Context: an optimization exercise on an open-source flow, tuned for small area. The choices shown serve that exercise and are no tape-out recipe. RTL that was checked went through simulation tests only; none was proved equivalent to the original. No activity file was given, so power comes from the tool's default toggle rates.

==> inputs of build 7 <==
Design uart_stopwatch, start of the top module:
module uart_stopwatch (
    input        clk,
    input        rst,
    input        btn_R,
    input        btn_L,
    input        btn_U,
    input        rx,
    output       tx,
    output [3:0] fnd_com,
    output [7:0] fnd_data
);
    reg [2:0] bcnt;
    wire      btick = (bcnt == 3'd0);
    always @(posedge clk, posedge rst) begin
        if (rst) bcnt <= 3'd6;
        else if (bcnt == 3'd5) bcnt <= 3'd0;
        else if (bcnt == 3'd6) bcnt <= 3'd1;
        else bcnt <= bcnt + 3'd1;
    end
    localparam [7:0] R_IDLE = 8'h9B, R_DONE = 8'h99, R_FIRST = 8'h08;
    reg  [7:0] rc;
    reg  [7:0] rxd;   
    wire       r_wait   = (rc == R_IDLE) | (rc == R_DONE);
    wire       rx_done  = (rc == R_DONE);
    wire       r_start  = (rc[7:5] == 3'd0);   
    wire       r_sample = btick & (rc[3:0] == 4'hF) & (rc[7:4] != 4'h0) & ~r_wait;
    always @(posedge clk, posedge rst) begin
  ...
==> flow/config.mk <==
export PLATFORM = sky130hd
export DESIGN_NAME = uart_stopwatch
export DESIGN_NICKNAME = uart_stopwatch
export VERILOG_FILES = /design/flow/design.v
export SDC_FILE = /design/flow/constraint.sdc
export NUM_CORES = 4
export LEC_CHECK = 0
export CAP_MARGIN = 20
export CORE_MARGIN = 2
export CORE_UTILIZATION = 50
export SLEW_MARGIN = 20
==> flow/constraint.sdc <==
create_clock -name core_clock -period 20.0 [get_ports {clk}]
set_input_delay 4.0000 -clock core_clock [delete_from_list [all_inputs] [get_ports {clk}]]
set_output_delay 4.0000 -clock core_clock [all_outputs]
set_load 0.01 [all_outputs]
standard.sh (not shown) runs the stock make flow with config.mk's settings and CLKGATE_MAP_FILE= SYNTH_SCRIPT=/design/flow/synth_recipe.tcl, a recipe that flattens the netlist after the stock synthesis.
==> flow/flow/run.sh <==
#!/bin/bash
# The standard layout (standard.sh) with three changes:
#  - synthesis maps the logic with the area-oriented ABC script flow/area.abc
#    (registers are mapped before ABC, exactly as in the standard synthesis);
#  - clock tree synthesis adds no dummy loads;
#  - the port buffers are the smallest buffer cell.
set -euo pipefail
W=$PWD
cat flow/abc_override.tcl synth_recipe.tcl > synth_recipe_area.tcl
sed "s#SYNTH_SCRIPT=[^ ]*#SYNTH_SCRIPT=$W/synth_recipe_area.tcl#" standard.sh > standard_area.sh
export MY_ABC_SCRIPT=$W/flow/area.abc
export CTS_ARGS="-sink_clustering_enable -repair_clock_nets -dont_use_dummy_load -sink_clustering_size 10 -sink_clustering_max_diameter 40 -buf_list sky130_fd_sc_hd__clkbuf_4"
export BUFFER_PORTS_ARGS="-buffer_cell sky130_fd_sc_hd__buf_1"
bash standard_area.sh > standard_flow.log 2>&1
==> flow/flow/abc_override.tcl <==
# Prepended to the standard flow's synthesis script: every abc call runs the ABC script
# named by MY_ABC_SCRIPT (an area-oriented mapping) instead of ORFS's.
# Registers are mapped before abc runs, so they are the standard synthesis's.
proc abc {args} {
  set i [lsearch $args -script]
  if { $i >= 0 && [info exists ::env(MY_ABC_SCRIPT)] } {
    set args [lreplace $args [expr {$i + 1}] [expr {$i + 1}] $::env(MY_ABC_SCRIPT)]
  }
  yosys abc {*}$args
}
==> flow/flow/area.abc <==
&get -n
&st
&dc2
&syn3
&synch2
&if -K 6 -a
&mfs
&st
&dch -f
&nf -a -R 2000
&put
==> trial 96 (differences from build 7) <==
==> flow/design.v (replaced) <==
`timescale 1ns / 1ps
module uart_stopwatch (
    input        clk,
    input        rst,
    input        btn_R,
    input        btn_L,
    input        btn_U,
    input        rx,
    output       tx,
    output [3:0] fnd_com,
    output [7:0] fnd_data
);
    reg [2:0] bcnt;
    wire      btick = (bcnt == 3'd0);
    always @(posedge clk, posedge rst) begin
        if (rst) bcnt <= 3'd6;
        else if (bcnt == 3'd5) bcnt <= 3'd0;
        else if (bcnt == 3'd6) bcnt <= 3'd1;
        else bcnt <= bcnt + 3'd1;
    end
    localparam [7:0] R_IDLE = 8'hFF, R_DONE = 8'h99, R_FIRST = 8'h08;
    reg  [7:0] rc;
    reg  [7:0] rxd;   
    wire       r_wait   = (rc == R_IDLE) | (rc == R_DONE);
    wire       rx_done  = (rc == R_DONE);
    wire       r_start  = (rc[7:5] == 3'd0);   
    wire       r_sample = btick & (rc[3:0] == 4'hF) & (rc[7:4] != 4'h0) & ~r_wait;
    always @(posedge clk, posedge rst) begin
        if (rst) rc <= R_IDLE;
        else if (r_wait) rc <= rx ? R_IDLE : R_FIRST;
        else if (btick) rc <= rc + 8'd1;
    end
    always @(posedge clk) begin
        if (r_sample) rxd <= {rx, r_start ? 7'd0 : rxd[7:1]};
    end
    reg  [7:0] tc;
    reg        busy;
    reg        tx_reg;
    reg  [7:0] dbuf;
    wire       t_idle = (tc[7:4] == 4'h1);
    wire       t_start_bit = ~tc[7] & (tc[6:4] == 3'd7);
    wire       txE;
    wire       t_go = t_idle & ~txE;
    always @(posedge clk, posedge rst) begin
        if (rst) begin
            tc     <= 8'h10;
            busy   <= 1'b0;
            tx_reg <= 1'b1;
        end else begin
            if (t_idle) tc <= txE ? 8'h10 : 8'h70;
            else if (btick) tc <= tc + 8'd1;
            busy   <= ~t_idle;
            tx_reg <= tc[7] ? dbuf[tc[6:4]] : ~t_start_bit;
        end
    end
    assign tx = tx_reg;
    reg  [3:0] H, B, T, Y, C1;
    reg        wpend, cpend;
    reg  [127:0] ring;   
    wire [3:0] Hp1 = H + 4'd1;
    wire rxE = (T == B);
    wire rxF = (T == {~B[3], B[2:0]});
    assign txE = (B == H);
    wire txF = (B == {~H[3], H[2:0]});
    wire incT = rx_done & ~rxF;
    wire incB = ~rxE & ~txF;
    wire incH = ~busy & ~txE;
    wire ins = wpend & (Y == T);              
    wire imm = wpend & (T == Hp1);            
    wire cap = cpend & (Y == C1);             
    always @(posedge clk, posedge rst) begin
        if (rst) begin
            H <= 4'd0;
            B <= 4'd0;
            T <= 4'd0;
            Y <= 4'd0;
            wpend <= 1'b0;
            cpend <= 1'b0;
        end else begin
            if (incH) H <= Hp1;
            if (incB) B <= B + 4'd1;
            if (incT) T <= T + 4'd1;
            Y <= Y + 4'd1;
            wpend <= incT | (wpend & ~ins);
            cpend <= (t_go & ~imm) | (cpend & ~cap);
        end
    end
    always @(posedge clk) begin
        ring <= {ring[119:0], ins ? rxd : ring[127:120]};
        if (t_go) C1 <= Hp1;
        if (t_go & imm) dbuf <= rxd;
        else if (cap) dbuf <= ring[127:120];
    end
    reg [1:0] cmd;
    always @(posedge clk, posedge rst) begin
        if (rst) cmd <= 2'd0;
        else if (rxE | r_start) cmd <= 2'd0;
        else if (rxd == 8'h72) cmd <= 2'd1;
        else if (rxd == 8'h6D) cmd <= 2'd2;
        else if (rxd == 8'h63) cmd <= 2'd3;
        else cmd <= 2'd0;
    end
    reg [2:0] dR, dL, dU;
    always @(posedge clk, posedge rst) begin
        if (rst) begin
            dR <= 3'd0;
            dL <= 3'd0;
            dU <= 3'd0;
        end else begin
            dR <= ~btn_R ? 3'd0 : (dR == 3'd5) ? 3'd5 : dR + 3'd1;
            dL <= ~btn_L ? 3'd0 : (dL == 3'd5) ? 3'd5 : dL + 3'd1;
            dU <= ~btn_U ? 3'd0 : (dU == 3'd5) ? 3'd5 : dU + 3'd1;
        end
    end
    wire i_run   = (dR == 3'd4) | (cmd == 2'd1);
    wire i_mode  = (dU == 3'd4) | (cmd == 2'd2);
    wire i_clear = (dL == 3'd4) | (cmd == 2'd3);
    reg clr, mode, pause;
    always @(posedge clk, posedge rst) begin
        if (rst) begin
            clr   <= 1'b0;
            mode  <= 1'b0;
            pause <= 1'b0;
        end else if (clr) begin
            clr <= 1'b0;
        end else begin
            clr   <= i_clear;
            mode  <= mode ^ i_mode;
            pause <= pause ^ i_run;
        end
    end
    reg  [4:0] pc;
    wire       ptick = (pc == 5'd31);
    always @(posedge clk, posedge rst) begin
        if (rst) pc <= 5'd0;
        else if (~pause) begin
            if (clr) pc <= 5'd0;
            else if (ptick) pc <= 5'd1;
            else pc <= pc + 5'd1;
        end
    end
    reg [3:0] d0, d1, d2, d3;
    wire up = ~mode;
    wire c0 = up ? (d0 == 4'd9) : (d0 == 4'd0);
    wire c1 = up ? (d1 == 4'd9) : (d1 == 4'd0);
    wire c2 = up ? (d2 == 4'd9) : (d2 == 4'd0);
    wire [3:0] n0 = up ? (c0 ? 4'd0 : d0 + 4'd1) : (c0 ? 4'd9 : d0 - 4'd1);
    wire [3:0] n1 = up ? (c1 ? 4'd0 : d1 + 4'd1) : (c1 ? 4'd9 : d1 - 4'd1);
    wire [3:0] n2 = up ? (c2 ? 4'd0 : d2 + 4'd1) : (c2 ? 4'd9 : d2 - 4'd1);
    wire [3:0] n3 = up ? ((d3 == 4'd9) ? 4'd0 : d3 + 4'd1) : ((d3 == 4'd0) ? 4'd9 : d3 - 4'd1);
    always @(posedge clk, posedge rst) begin
        if (rst) begin
            d0 <= 4'd0;
            d1 <= 4'd0;
            d2 <= 4'd0;
            d3 <= 4'd0;
        end else if (clr) begin
            d0 <= 4'd0;
            d1 <= 4'd0;
            d2 <= 4'd0;
            d3 <= 4'd0;
        end else if (ptick) begin
            d0 <= n0;
            if (c0) d1 <= n1;
            if (c0 & c1) d2 <= n2;
            if (c0 & c1 & c2) d3 <= n3;
        end
    end
    reg [3:0] ph;
    reg [1:0] sel;
    always @(posedge clk, posedge rst) begin
        if (rst) begin
            ph  <= 4'd10;
            sel <= 2'd0;
        end else if (ph == 4'd9) begin
            ph  <= 4'd0;
            sel <= sel + 2'd1;
        end else if (ph == 4'd10) begin
            ph <= 4'd0;
        end else begin
            ph <= ph + 4'd1;
        end
    end
    reg [3:0] dig;
    always @(*) begin
        case (sel)
            2'd0: dig = d0;
            2'd1: dig = d1;
            2'd2: dig = d2;
            default: dig = d3;
        endcase
    end
    reg [6:0] seg;
    always @(*) begin
        if (dig[3]) seg = dig[0] ? 7'h10 : 7'h00;
        else begin
            case (dig[2:0])
                3'd0: seg = 7'h40;
                3'd1: seg = 7'h79;
                3'd2: seg = 7'h24;
                3'd3: seg = 7'h30;
                3'd4: seg = 7'h19;
                3'd5: seg = 7'h12;
                3'd6: seg = 7'h02;
                default: seg = 7'h78;
            endcase
        end
    end
    assign fnd_data = {1'b1, seg};
    assign fnd_com  = ~(4'b0001 << sel);
endmodule
==> flow/run.sh (new file) <==
#!/bin/bash
# synth_recipe.tcl (not shown) runs the flow's synth.tcl, then flattens the netlist and writes it again
# the make line also repeats each setting of config.mk as NAME=value (left out here)
make -C /OpenROAD-flow-scripts/flow DESIGN_CONFIG=/design/flow/config.mk WORK_HOME=/design/flow/orfs CLKGATE_MAP_FILE= SYNTH_SCRIPT=/design/flow/synth_recipe.tcl finish
- CORE_UTILIZATION: 50 -> 40
removed: flow/flow/run.sh
removed: flow/flow/abc_override.tcl
removed: flow/flow/area.abc
removed: flow/standard.sh
==> trial 19 (differences from build 7) <==
--- a/flow/design.v
+++ b/flow/design.v
@@ -9,16 +9,14 @@
     output       tx,
     output [3:0] fnd_com,
     output [7:0] fnd_data
 );
     reg [2:0] bcnt;
-    wire      btick = (bcnt == 3'd0);
+    wire      btick = (bcnt == 3'b110);
     always @(posedge clk, posedge rst) begin
-        if (rst) bcnt <= 3'd6;
-        else if (bcnt == 3'd5) bcnt <= 3'd0;
-        else if (bcnt == 3'd6) bcnt <= 3'd1;
-        else bcnt <= bcnt + 3'd1;
+        if (rst) bcnt <= 3'b010;
+        else bcnt <= {bcnt[1:0], ~bcnt[2] & (bcnt[0] | ~bcnt[1])};
     end
     localparam [7:0] R_IDLE = 8'h9B, R_DONE = 8'h99, R_FIRST = 8'h08;
     reg  [7:0] rc;
     reg  [7:0] rxd;   
     wire       r_wait   = (rc == R_IDLE) | (rc == R_DONE);
@@ -26,11 +24,11 @@
     wire       r_start  = (rc[7:5] == 3'd0);   
     wire       r_sample = btick & (rc[3:0] == 4'hF) & (rc[7:4] != 4'h0) & ~r_wait;
     always @(posedge clk, posedge rst) begin
         if (rst) rc <= R_IDLE;
         else if (r_wait) rc <= rx ? R_IDLE : R_FIRST;
-        else if (btick) rc <= rc + 8'd1;
+        else rc <= rc + {7'd0, btick};
     end
     always @(posedge clk) begin
         if (r_sample) rxd <= {rx, r_start ? 7'd0 : rxd[7:1]};
     end
     reg  [7:0] tc;
@@ -46,11 +44,11 @@
             tc     <= 8'h10;
             busy   <= 1'b0;
             tx_reg <= 1'b1;
         end else begin
             if (t_idle) tc <= txE ? 8'h10 : 8'h70;
-            else if (btick) tc <= tc + 8'd1;
+            else tc <= tc + {7'd0, btick};
             busy   <= ~t_idle;
             tx_reg <= tc[7] ? dbuf[tc[6:4]] : ~t_start_bit;
         end
     end
     assign tx = tx_reg;
@@ -74,13 +72,13 @@
             T <= 4'd0;
             Y <= 4'd0;
             cpend <= 1'b0;
             wfix  <= 1'b0;
         end else begin
-            if (incH) H <= H + 4'd1;
-            if (incB) B <= B + 4'd1;
-            if (incT) T <= T + 4'd1;
+            H <= H + {3'd0, incH};
+            B <= B + {3'd0, incB};
+            T <= T + {3'd0, incT};
             Y <= Y + 4'd1;
             cpend <= cpend_next;
             wfix  <= cpend_next & (wfix | incT);
         end
     end
@@ -129,15 +127,12 @@
     end
     reg  [4:0] pc;
     wire       ptick = (pc == 5'd31);
     always @(posedge clk, posedge rst) begin
         if (rst) pc <= 5'd0;
-        else if (~pause) begin
-            if (clr) pc <= 5'd0;
-            else if (ptick) pc <= 5'd1;
-            else pc <= pc + 5'd1;
-        end
+        else if (~pause & clr) pc <= 5'd0;
+        else pc <= pc + {3'd0, ~pause & ptick, ~pause & ~ptick};   
     end
     reg [4:0] j0, j1, j2, j3;
     wire up = ~mode;
     wire e0 = up ? (j0[4] & ~j0[3]) : (~j0[4] & ~j0[0]);
     wire e1 = up ? (j1[4] & ~j1[3]) : (~j1[4] & ~j1[0]);
@@ -164,21 +159,18 @@
             if (e0 & e1 & e2) j3 <= s3;
         end
     end
     reg [3:0] ph;
     reg [1:0] sel;
+    wire ph_last = ph[0] & ~ph[1] & ~ph[3];
     always @(posedge clk, posedge rst) begin
         if (rst) begin
-            ph  <= 4'd10;
+            ph  <= 4'b1001;
             sel <= 2'd0;
-        end else if (ph == 4'd9) begin
-            ph  <= 4'd0;
-            sel <= sel + 2'd1;
-        end else if (ph == 4'd10) begin
-            ph <= 4'd0;
         end else begin
-            ph <= ph + 4'd1;
+            ph <= {ph[2:0], (ph[0] & ~ph[1]) | (~ph[0] & ~ph[3]) | (ph[0] & ph[3])};
+            sel <= sel + {1'b0, ph_last};
         end
     end
     reg [4:0] dig;
     always @(*) begin
         case (sel)
--- a/flow/flow/run.sh
+++ b/flow/flow/run.sh
@@ -7,8 +7,8 @@
 set -euo pipefail
 W=$PWD
 cat flow/abc_override.tcl synth_recipe.tcl > synth_recipe_area.tcl
 sed "s#SYNTH_SCRIPT=[^ ]*#SYNTH_SCRIPT=$W/synth_recipe_area.tcl#" standard.sh > standard_area.sh
 export MY_ABC_SCRIPT=$W/flow/area.abc
-export CTS_ARGS="-sink_clustering_enable -repair_clock_nets -dont_use_dummy_load -sink_clustering_size 10 -sink_clustering_max_diameter 40 -buf_list sky130_fd_sc_hd__clkbuf_4"
+export CTS_ARGS="-sink_clustering_enable -repair_clock_nets -dont_use_dummy_load -sink_clustering_size 12 -sink_clustering_max_diameter 40 -buf_list sky130_fd_sc_hd__clkbuf_4"
 export BUFFER_PORTS_ARGS="-buffer_cell sky130_fd_sc_hd__buf_1"
 bash standard_area.sh > standard_flow.log 2>&1
- PLACE_DENSITY: not set -> 0.85
==> qor summary <==
| quantity | build 7 | trial 96 | trial 19 |
|---|---|---|---|
| Status | complete, no violations | complete, no violations | complete, no violations |
| Critical path capture point | fnd_data[4] | fnd_data[5] | fnd_data[3] |
| Max incr delay on CP | 0.40 ns | 0.55 ns | 0.46 ns |
| Slowest CP cell | dfrtp_1 | clkdlybuf4s50_1 | a221oi_1 |
| Area of all placed cells without fillers | 7980 um^2 | 9570 um^2 | 7820 um^2 |
| Max VDD drop | 0.0000616 V | 0.0000941 V | 0.0000669 V |
| Worst R2R Start | pc[0] | pc[0] | Y[0] |
| Synth Register Bits | 232 | 228 | 232 |
| Layout filler cell count | 1,214 | 1,816 | 1,182 |
| Global-route met3 utilization | 4.08% | 2.39% | 3.52% |
| Chip Height | 126 um | 149 um | 125 um |
| Arrival time reported for the critical path endpoint | 2.48 ns | 2.98 ns | 2.53 ns |
| Power Total | 0.000945 W | 0.00121 W | 0.000903 W |
| Fraction of the mapped netlist area in compound gates | 7.04% | 8.12% | 6.27% |
| Worst R2R Setup Slack | 16.34 ns | 17.21 ns | 17.48 ns |
| Final-layout clock buffer total | 34 | 32 | 27 |
| Length of routed met2 wiring | 5120 um | 6460 um | 5480 um |
| Worst slew margin | 36.9% | 36.0% | 44.3% |
| Die Span X | 126 um | 149 um | 125 um |
| Internal power component | 0.000676 W | 0.000871 W | 0.000649 W |
| Share of synthesized area occupied by flip-flops and latches | 71.3% | 62.0% | 72.3% |
| Final Hold Slack | 0.311 ns | 0.321 ns | 0.300 ns |
| Cell Area, Synth | 7410 um^2 | 8350 um^2 | 7300 um^2 |
| Insertion delay of the later-clocked pin in the worst-skew pair | 0.60 ns | 0.51 ns | 0.62 ns |
| Weighted congestion at the end of routability-driven global placement | 0.785 | 0.761 | 0.850 |
| Count of plain and timing-repair buffers | 20 | 21 | 20 |
| Pin count of the biggest net entering global routing | 77 | 81 | 85 |
Only the layout flow was run in trial 96; the RTL was not checked for function there.

-- separate check: timing with driven ports --
The flow's constraints put no driver on any port. The routed layouts listed below were extracted and timed again, unchanged, in two steps.
Step 1 sets driving cells, clkbuf_16 on the clock port and buf_2 on the other inputs (assumed; they add their load-dependent delay and slew).
Step 2 adds t to the input delays and takes it off the output delays; t is the mean of the earliest and latest rising clock arrival at the registers after step 1. Input paths then give back, and output paths get back, about the clock's delay inside the block.
Three values: ideal, step 1, step 2; two values: the first two.
run | t, ns | setup WS [ns] | worst hold slack (ns) | worst setup path at the end | pins driven straight from the clock port
build 7 | 0.583 | 13.518 / 13.485 / 14.068 | 0.311 / 0.311 / 0.311 | register to output | 1
trial 96 | 0.542 | 13.024 / 12.985 / 13.528 | 0.321 / 0.321 / 0.321 | register to output | 1
trial 19 | 0.623 | 13.465 / 13.433 / 14.055 | 0.300 / 0.300 / 0.300 | register to output | 1
After both steps setup and hold are still met in every run listed.
